This is an optimization exercise on Yosys and OpenROAD, whose aim is small area, a short achievable clock period and few clock cycles per item, not a production implementation.
In this exercise RTL edits were held to simulation tests only and were not proved equivalent to the original.
No driver is modelled on the clock port, so clock power and skew are understated where the tree is cut down; a real chip needs a root buffer or a tree.
No activity file was given, so power comes from the tool's default toggle rates.

// LBP
module LBP (
	input  clk,
	input  reset,
	output reg [13:0] gray_addr,
	output reg        gray_req,
	input             gray_ready,
	input      [7:0]  gray_data,
	output reg        lbp_valid,
	output reg [13:0] lbp_addr,
	output reg [7:0]  lbp_data,
	output reg        finish
);
clock: 4.0 ns
lec_check: 0
abc_area: 1
cap_margin: 20
core_margin: 2
core_utilization: 60
setup_slack_margin: 2.55
slew_margin: 20
standard.sh (not shown) runs the stock make flow with config.mk's settings and CLKGATE_MAP_FILE= SYNTH_SCRIPT=/design/flow/synth_recipe.tcl, a recipe that flattens the netlist after the stock synthesis.
==> flow/flow/run.sh <==
#!/bin/bash
# The standard layout, with plain buf_1 port buffers and a two-level
# inverter clock tree: after CTS, flow/mytree2.tcl replaces the tree with
# N1 first-level inverters fed from the clock port and N2 second-level
# inverters, each driving one cluster of flip-flops. Timing repair then
# runs after global routing as usual.
set -euo pipefail
HERE=$(pwd)
bash standard.sh finish \
  "BUFFER_PORTS_ARGS=-buffer_cell sky130_fd_sc_hd__buf_1" \
  "SKIP_CTS_REPAIR_TIMING=1" \
  "POST_CTS_TCL=$HERE/flow/mytree2.tcl" \
  "MYTREE_N1=4" "MYTREE_N2=8"  > standard_flow.log 2>&1
Other scripts of this flow, unchanged in this note and not shown: flow/flow/mytree2.tcl
Testbench counts at the start, summed over its fixed seeds: cycles 344,080, images 16.
Then changed:
ABC_AREA = unset   (was 1)
SETUP_SLACK_MARGIN = 2.5   (was 2.55)
Design area drops by 6.7%.
Clock power hardly moves.
Via count fell by 16%.
Die area went down by 6.3%.
Routed wire length fell by 4.4%.
Then changed:
ABC_AREA = 1   (was unset)
Effect: Clock power falls by about 1%. Via count rises by 18%. Total power rises by 0.63%. Routed wire length rises by 5.2%.
No run of this note takes its clock network from TritonCTS; it comes from the design's own scripts or RTL.

* * *

## run 1
LBP, a different RTL version from the one above (not shown whole).
Size in the first run: about 140 flip-flops, about 50 I/O pins.
Settings: LEC_CHECK=0, CAP_MARGIN=20, CORE_MARGIN=2, CORE_UTILIZATION=50, SETUP_SLACK_MARGIN=2.45, SLEW_MARGIN=20; clock period 4.0 ns.
Scripts as last shown in full above: flow/flow/run.sh
Other scripts of this flow, unchanged in this note and not shown: flow/flow/mytree2.tcl
Every stage of the flow completed for run 1, and the final layout passed the timing, design-rule and antenna checks.
Testbench counts of run 1, summed over its fixed seeds: cycles 344,080, images 16.
Relative to run 1, the following input files were edited for run 2:
# run 1
export LEC_CHECK = 0
export CAP_MARGIN = 20
export CORE_MARGIN = 2
export CORE_UTILIZATION = 50
export SETUP_SLACK_MARGIN = 2.45
export SLEW_MARGIN = 20
create_clock -name core_clock -period 4.0 [get_ports {clk}]
# run 2
export LEC_CHECK = 0
export CAP_MARGIN = 20
export CORE_MARGIN = 2
export CORE_UTILIZATION = 60
export SETUP_SLACK_MARGIN = 2.6
export SLEW_MARGIN = 20
create_clock -name core_clock -period 4.0 [get_ports {clk}]
==> run summary <==
Delta(die boundary width, run 2 - run 1) < 0. Taking run 1 as the reference point, the detailed-route vias per instance of run 2 rises by about 3.4%. On final period demand of the worst path, run 2 does worse than run 1. Comparing run 2 and run 1, sequential share of layout area is higher on run 1. For part of the total power dissipated in the clock network, run 1 and run 2 come out practically identical. Run 2 — all-layer global routing usage 2.1 points higher, run 1 as reference. When run 2 is set beside run 1, its longest individual stage delay on the worst path turns out to be 0.04 ns larger. Looking at pre-CTS setup slack, run 2 sits 0.0098 ns below run 1.
Changes in run 3 relative to run 2:
# run 2
export LEC_CHECK = 0
export CAP_MARGIN = 20
export CORE_MARGIN = 2
export CORE_UTILIZATION = 60
export SETUP_SLACK_MARGIN = 2.6
export SLEW_MARGIN = 20
create_clock -name core_clock -period 4.0 [get_ports {clk}]
# run 3
export LEC_CHECK = 0
export CAP_MARGIN = 20
export CORE_MARGIN = 2
export CORE_UTILIZATION = 60
export SETUP_SLACK_MARGIN = 2.45
export SLEW_MARGIN = 20
create_clock -name core_clock -period 4.0 [get_ports {clk}]
Findings:
- Cmp run 3 and run 2 / routed length on met3 / higher: run 2
- Number of cell instances on the worst register-to-register path essentially unchanged between run 3 and run 2.
- Going from run 2 to run 3, synthesis-to-finish area growth shrinks by 8.4 points.
- Run 3: PASS, flow complete, no timing, DRC or antenna violations
- Delta (run 3 minus run 2): wire length went down, routed wire length on met2 -about 7%.
- On total power, run 3 tracks run 2 almost exactly.
The following lists how run 4 was set up differently from run 3:
# run 3
export LEC_CHECK = 0
export CAP_MARGIN = 20
export CORE_MARGIN = 2
export CORE_UTILIZATION = 60
export SETUP_SLACK_MARGIN = 2.45
export SLEW_MARGIN = 20
create_clock -name core_clock -period 4.0 [get_ports {clk}]
# run 4
export LEC_CHECK = 0
export CAP_MARGIN = 20
export CORE_MARGIN = 2
export CORE_UTILIZATION = 60
export SETUP_SLACK_MARGIN = 2.55
export SLEW_MARGIN = 20
export TNS_END_PERCENT = 20
create_clock -name core_clock -period 4.0 [get_ports {clk}]
## What came out
- Changes observed in run 4 relative to run 3: global-route met2 utilization grew by 1.5 points; register area closely matched the old numbers; sequential share of layout area saw a decrease; power density of the placed cells shrank by 1.5 mW/mm2; worst-case setup margin in the final layout has increased.
- Against run 3, weighted congestion reported at the end of routability-driven placement in run 4 rose slightly.
No run of this note takes its clock network from TritonCTS; it comes from the design's own scripts or RTL.

what the ideal ports hide:
In the flow no input, the clock included, has a driving cell. The finished layouts below were timed again as built, in two steps.
Step 1 sets driving cells, clkbuf_16 on the clock port and buf_2 on the other inputs (assumed; they add their load-dependent delay and slew).
Step 2, shift: input delay + t, output delay - t, t = (earliest + latest rising clock arrival at the registers) / 2. This alone moves slack from input paths to output paths.
Three values: ideal ports, drivers, drivers and shift; two values: the first two.
run | t (ns) | slack for setup (ns) | worst hold slack (ns) | worst slew at a driven data input, ns
the first run of note 1 | 0.253 | 2.567 / 2.425 / 2.482 | 0.322 / 0.323 / 0.323 | 0.03
the second run of note 1 | 0.249 | 2.373 / 2.390 / 2.236 | 0.324 / 0.326 / 0.326 | 0.05
the third run of note 1 | 0.249 | 2.538 / 2.391 / 2.442 | 0.323 / 0.323 / 0.323 | 0.03
run 1 | 0.251 | 2.406 / 2.285 / 2.270 | 0.323 / 0.323 / 0.323 | 0.04
run 2 | 0.246 | 2.398 / 2.274 / 2.262 | 0.325 / 0.325 / 0.325 | 0.04
run 3 | 0.247 | 2.422 / 2.290 / 2.291 | 0.320 / 0.320 / 0.320 | 0.03
run 4 | 0.253 | 2.437 / 2.289 / 2.305 | 0.327 / 0.326 / 0.326 | 0.04
After both steps every run listed still meets setup and hold. The setup slack of the second run of note 1, which loses most, moves by +0.017 ns with the drivers and by -0.137 ns with both steps.
